From an optimization exercise on the open Yosys and OpenROAD flow, aimed at small area and a short achievable clock period; shortcuts taken in it are not production practice.
In this exercise RTL edits were held to simulation tests only and were not proved equivalent to the original.
Power figures rest on the tool's default switching activity, not on a simulated workload.

==> flow/design.v <==
`timescale 1ns / 1ps
module stage1(
input logic clk, rst,
input logic enable_ex,
input logic [31:0] src1, src2, imm,
input logic [6:0] control_in,
input logic [31:0] mem_data_read_in,
output logic mem_data_wr_en,
output logic [31:0] mem_data_write_out,
output logic [31:0] p_q, g_q,
output logic [4:0] n_q,
output logic cin_q, hadd_q, fill_q, shr_q, shl_q, upd_a_q,
output logic [1:0] cmode_q       
    );
logic [2:0] operation, opselect;
logic immp_regn;
assign {operation, immp_regn, opselect} = control_in;
assign mem_data_write_out = src2;
assign mem_data_wr_en = (opselect == 3'b100) && immp_regn;
logic [31:0] a, a_rev;
for (genvar i = 0; i < 32; i++) begin : g_rev
    assign a_rev[i] = a[31-i];
end
assign a = src1;
logic arith, memrd, shift, issue;
assign issue = enable_ex & ~rst;
assign arith = (opselect == 3'b001);
assign memrd = (opselect == 3'b101) && immp_regn;
assign shift = (opselect == 3'b000);
logic [31:0] bm, b;
assign bm = memrd ? mem_data_read_in : immp_regn ? imm : src2;
logic lhg;
assign lhg = arith && (operation == 3'b111);
assign b = {lhg ? bm[15:0] : bm[31:16], bm[15:0]};
logic sub, shl_op;
assign sub = arith && (operation == 3'b010);
assign shl_op = shift & ~operation[1];
logic [31:0] x;
assign x = shl_op ? a_rev : a ^ {32{sub}};
logic [3:0] t_lo, t_mid, t_hi;
logic addop;
logic cin, hadd, fill, shr, shl, upd_a;
logic [1:0] cmode;
always_comb begin
    t_lo = 4'b0000;
    addop = 1'b0;
    cin = 1'b0;
    hadd = 1'b0;
    fill = 1'b0;
    shr = 1'b0;
    shl = 1'b0;
    upd_a = 1'b0;
    cmode = 2'd0;
    if (arith) begin
        upd_a = 1'b1;
        case (operation)
            3'b000:  begin t_lo = 4'b0110; addop = 1'b1; cmode = 2'd2; end
            3'b010:  begin t_lo = 4'b0110; addop = 1'b1; cin = 1'b1; cmode = 2'd2; end
            3'b001: begin t_lo = 4'b0110; addop = 1'b1; hadd = 1'b1; cmode = 2'd3; end
            3'b011:  begin t_lo = 4'b0101; cmode = 2'd1; end
            3'b100:  t_lo = 4'b1000;
            3'b101:   t_lo = 4'b1110;
            3'b110:  t_lo = 4'b0110;
            default: begin t_lo = 4'b0000; cmode = 2'd1; end
        endcase
    end else if (memrd) begin
        upd_a = (operation != 3'b011);
        cmode = upd_a ? 2'd1 : 2'd0;
        t_lo = 4'b1010;
    end else if (shift) begin
        upd_a = ~operation[2];
        shl = ~operation[1];
        shr = operation[1];
        fill = operation[0] & operation[1] & a[31];
        t_lo = 4'b1100;
    end
    t_mid = t_lo;
    t_hi = t_lo;
    if (lhg) t_hi = 4'b1010;
    if (memrd) begin
        if (operation[1:0] == 2'b00) t_mid = {4{~operation[2] & bm[7]}};
        if (operation[1] == 1'b0) t_hi = {4{~operation[2] & (operation[0] ? bm[15] : bm[7])}};
    end
    if (!issue) begin
        upd_a = 1'b0;
        cmode = 2'd0;
    end
end
logic [31:0] p, g;
for (genvar i = 0; i < 32; i++) begin : g_p
    if (i < 8) assign p[i] = t_lo[{x[i], b[i]}];
    else if (i < 16) assign p[i] = t_mid[{x[i], b[i]}];
    else assign p[i] = t_hi[{x[i], b[i]}];
end
assign g = addop ? x & b : 32'b0;
always_ff@(posedge clk) begin
    p_q <= p;
    g_q <= g;
    n_q <= imm[2] ? src2[4:0] : imm[10:6];
    cin_q <= cin;
    hadd_q <= hadd;
    fill_q <= fill;
    shr_q <= shr;
    shl_q <= shl;
    upd_a_q <= upd_a;
    cmode_q <= cmode;
end
endmodule
`timescale 1ns / 1ps
module stage2(
input logic clk, rst,
input logic [31:0] p, g,
input logic [4:0] n,
input logic cin, hadd, fill, shr, shl, upd_a,
input logic [1:0] cmode,
output logic [31:0] aluout,
output logic carry
);
logic [32:0] pp, gg, c;
always_comb begin
    pp = {p, 1'b0};
    gg = {g, cin};
    for (int l = 0; l < 6; l++)
        for (int i = 0; i < 33; i++)
            if ((i >> l) & 1) begin
                gg[i] = pp[i] ? gg[((i >> l) << l) - 1] : gg[i];
                pp[i] = pp[i] & pp[((i >> l) << l) - 1];
            end
    c = gg;
end
logic [31:0] sum, sh, sh_rev, res;
assign sum = p ^ c[31:0];
assign sh = $signed({fill, p}) >>> n;
for (genvar i = 0; i < 32; i++) begin : g_rev
    assign sh_rev[i] = sh[31-i];
end
always_comb begin
    if (shr) res = sh;
    else if (shl) res = sh_rev;
    else if (hadd) res = {{16{sum[15]}}, sum[15:0]};
    else res = sum;
end
logic cres;
always_comb begin
    case (cmode)
        2'd0: cres = carry;
        2'd1: cres = 1'b0;
        2'd2: cres = p[31] ^ c[32];
        default: cres = c[16];
    endcase
end
always_ff@(posedge clk) begin
    if (rst) begin
        aluout <= 32'b0;
        carry <= 1'b0;
    end else begin
        if (upd_a) aluout <= res;
        carry <= cres;
    end
end
endmodule
`timescale 1ns / 1ps
module DLX_top(
input logic clk, rst,
input logic enable_ex,
input logic [31:0] src1, src2, imm,
input logic [6:0] control_in,
input logic [31:0] mem_data_read_in,
output logic mem_data_wr_en,
output logic [31:0] mem_data_write_out,
output logic [31:0]aluout,
output logic carry
);
logic [31:0] p, g;
logic [4:0] n;
logic cin, hadd, fill, shr, shl, upd_a;
logic [1:0] cmode;
stage1 s1(clk, rst, enable_ex, src1, src2, imm, control_in, mem_data_read_in,
          mem_data_wr_en, mem_data_write_out,
          p, g, n, cin, hadd, fill, shr, shl, upd_a, cmode);
stage2 uut(clk, rst, p, g, n, cin, hadd, fill, shr, shl, upd_a, cmode, aluout, carry);
endmodule
export LEC_CHECK = 0
export CAP_MARGIN = 20
export CORE_MARGIN = 2
export CORE_UTILIZATION = 40
export SLEW_MARGIN = 20
create_clock -name core_clock -period 4.5 [get_ports {clk}]
standard.sh (not shown) runs the stock make flow with config.mk's settings and CLKGATE_MAP_FILE= SYNTH_SCRIPT=/design/flow/synth_recipe.tcl, a recipe that flattens the netlist after the stock synthesis.
==> flow/flow/run.sh <==
#!/bin/bash
# The standard layout, with plain buffers (not delay cells) on the ports.
set -euo pipefail
bash standard.sh "BUFFER_PORTS_ARGS=-buffer_cell sky130_fd_sc_hd__buf_1" finish > standard.log 2>&1
Edit:
- SETUP_SLACK_MARGIN: unset -> 0.5
=>
- The new run completed without violations
- synthesized area does not change
- die area stays the same
- design area does not change
- wire length is unchanged
- via count is unchanged
- hold slack is unchanged
Edit:
- SETUP_SLACK_MARGIN: 0.5 -> 1.0
The changed run finished with timing, DRC and antenna clean.
Non-clock buffer count stays the same.
Routed wire length grows by 0.81%.
Total power hardly moves.
Clock-buffer cell count stays the same.
Worst hold slack barely changes.
Area after synthesis does not change.
Maximum frequency barely changes.
Sequential power is about the same.

========
DLX_top, a different RTL version from the one above (not shown whole).
Size: roughly 1200 cells after synthesis, ~200 I/O pins, ~9300 um^2 of cells after synthesis.
==> flow/config.mk <==
export PLATFORM = sky130hd
export DESIGN_NAME = DLX_top
export DESIGN_NICKNAME = DLX_top
export VERILOG_FILES = /design/flow/design.v
export SDC_FILE = /design/flow/constraint.sdc
export NUM_CORES = 4
export LEC_CHECK = 0
export CAP_MARGIN = 20
export CORE_MARGIN = 2
export CORE_UTILIZATION = 40
export CTS_BUF_LIST = sky130_fd_sc_hd__clkbuf_4 sky130_fd_sc_hd__clkbuf_8
export GPL_TIMING_DRIVEN = 0
export SETUP_SLACK_MARGIN = 2.0
export SLEW_MARGIN = 20
==> flow/constraint.sdc <==
create_clock -name core_clock -period 4.5 [get_ports {clk}]
set_input_delay 0.9000 -clock core_clock [delete_from_list [all_inputs] [get_ports {clk}]]
set_output_delay 0.9000 -clock core_clock [all_outputs]
set_load 0.01 [all_outputs]
Scripts as last shown in full above: flow/flow/run.sh
The starting point produced a clean layout.
==> next run, changes <==
--- a/flow/config.mk
+++ b/flow/config.mk
@@ -12 +11,0 @@
-export GPL_TIMING_DRIVEN = 0
Outcome:
- clock power goes down by roughly a tenth
- sequential power increases by roughly a tenth
- hold slack improves by 9.4 ps
- critical path depth went down by 1
- via count is lower by a few percent
- first-iteration DRC count is higher by about a fifth
- total power shrinks by a few percent
- synthesized cell count stays the same

========
== try-onyx ==
Another version of the RTL of DLX_top (not shown whole).
Size: ~1100 cells after synthesis, roughly 110 flip-flops, roughly 0.0087 sq mm of cells after synthesis.
clock: 4.5 ns
lec_check: 0
cap_margin: 20
core_margin: 2
core_utilization: 40
cts_buf_list: sky130_fd_sc_hd__clkbuf_4 sky130_fd_sc_hd__clkbuf_8
setup_slack_margin: 1.8
slew_margin: 20
Scripts as last shown in full above: flow/flow/run.sh
Per the final summary, try-onyx finished and its layout is clean on timing, DRC and antenna.
### try-onyx -> try-lagoon
- changing SETUP_SLACK_MARGIN from 1.8 to 2.0
try-lagoon vs. try-onyx: fraction of the mapped netlist area in compound gates stayed essentially flat; maximum frequency rose by about 7%; instance count on the critical path rose by 1; wire length of the first global-routing pass rose by 1.7%.
> inputs changed (try-lagoon -> try-delta)
- changing CORE_UTILIZATION from 40 to 50
[summary]
- [try-delta] die area fell 19% relative to try-lagoon
- Delta (try-delta minus try-lagoon): clock group share of total power now sits higher, horizontal die dimension saw a decrease, post-CTS setup repair buffer count rose by 5, combinational-cell power consumption fell by about 2%.
- For the fraction of the core area covered by cells at the end of the flow, try-delta came in 12 points higher than try-lagoon did.
- Looking at top metal layer carrying routed signals, the met5 result is from try-delta; the met4 one comes from try-lagoon.
--- input diff try-delta..try-juniper ---
- changing SETUP_SLACK_MARGIN from 2.0 to 2.2
- changing CORE_UTILIZATION from 50 to 40
--- outcome ---
Clock-buffer cell count for try-juniper is lower than for try-delta.
Fraction of area in multi-input gates (higher): try-delta
[try-juniper vs try-delta] ratio of final minimum period to clock period: lower in try-juniper
Global-route usage down 4.4 points in try-juniper wrt try-delta
try-juniper ended with more overall power consumption than try-delta.
Going from try-delta to try-juniper, the wire length of the first global-routing pass was found to have gone up by 4.2 mm.
Timing, DRC, antenna: 0 failures across try-juniper and try-delta

-- separate check: timing with driven ports --
In the flow no input, the clock included, has a driving cell. The finished layouts below were timed again as built, in two steps. Step 1: set_driving_cell puts a clkbuf_16 on clk and a buf_2 on each other input, an assumption about the parent block. Step 2 times the ports against the registers' clock, not the clock port: input delays grow and output delays shrink by t, the midpoint of the rising clock arrivals with the driver on. a / b / c = no drivers / after step 1 / after step 2; a / b = the first two.
run	t (ns)	setup slack, ns	hold slack, ns
the first run of note 1	0.415	1.115 / 1.131 / 0.716	0.461 / 0.461 / 0.461
the second run of note 1	0.415	1.115 / 1.131 / 0.716	0.461 / 0.461 / 0.461
the third run of note 1	0.416	1.118 / 1.133 / 0.716	0.460 / 0.460 / 0.460
the first run of note 2	0.495	1.943 / 1.964 / 1.468	0.484 / 0.484 / 0.484
the second run of note 2	0.498	2.023 / 2.030 / 1.550	0.493 / 0.493 / 0.493
try-onyx	0.495	1.801 / 1.801 / 1.373	0.481 / 0.481 / 0.481
try-lagoon	0.490	1.980 / 2.003 / 1.512	0.484 / 0.484 / 0.484
try-delta	0.481	1.984 / 1.997 / 1.517	0.491 / 0.491 / 0.491
try-juniper	0.487	2.088 / 2.084 / 1.664	0.477 / 0.477 / 0.477
After both steps every run listed still meets setup and hold. For the first run of note 2, which loses most, drivers alone change the setup slack by +0.021 ns; drivers and shift together by -0.475 ns.
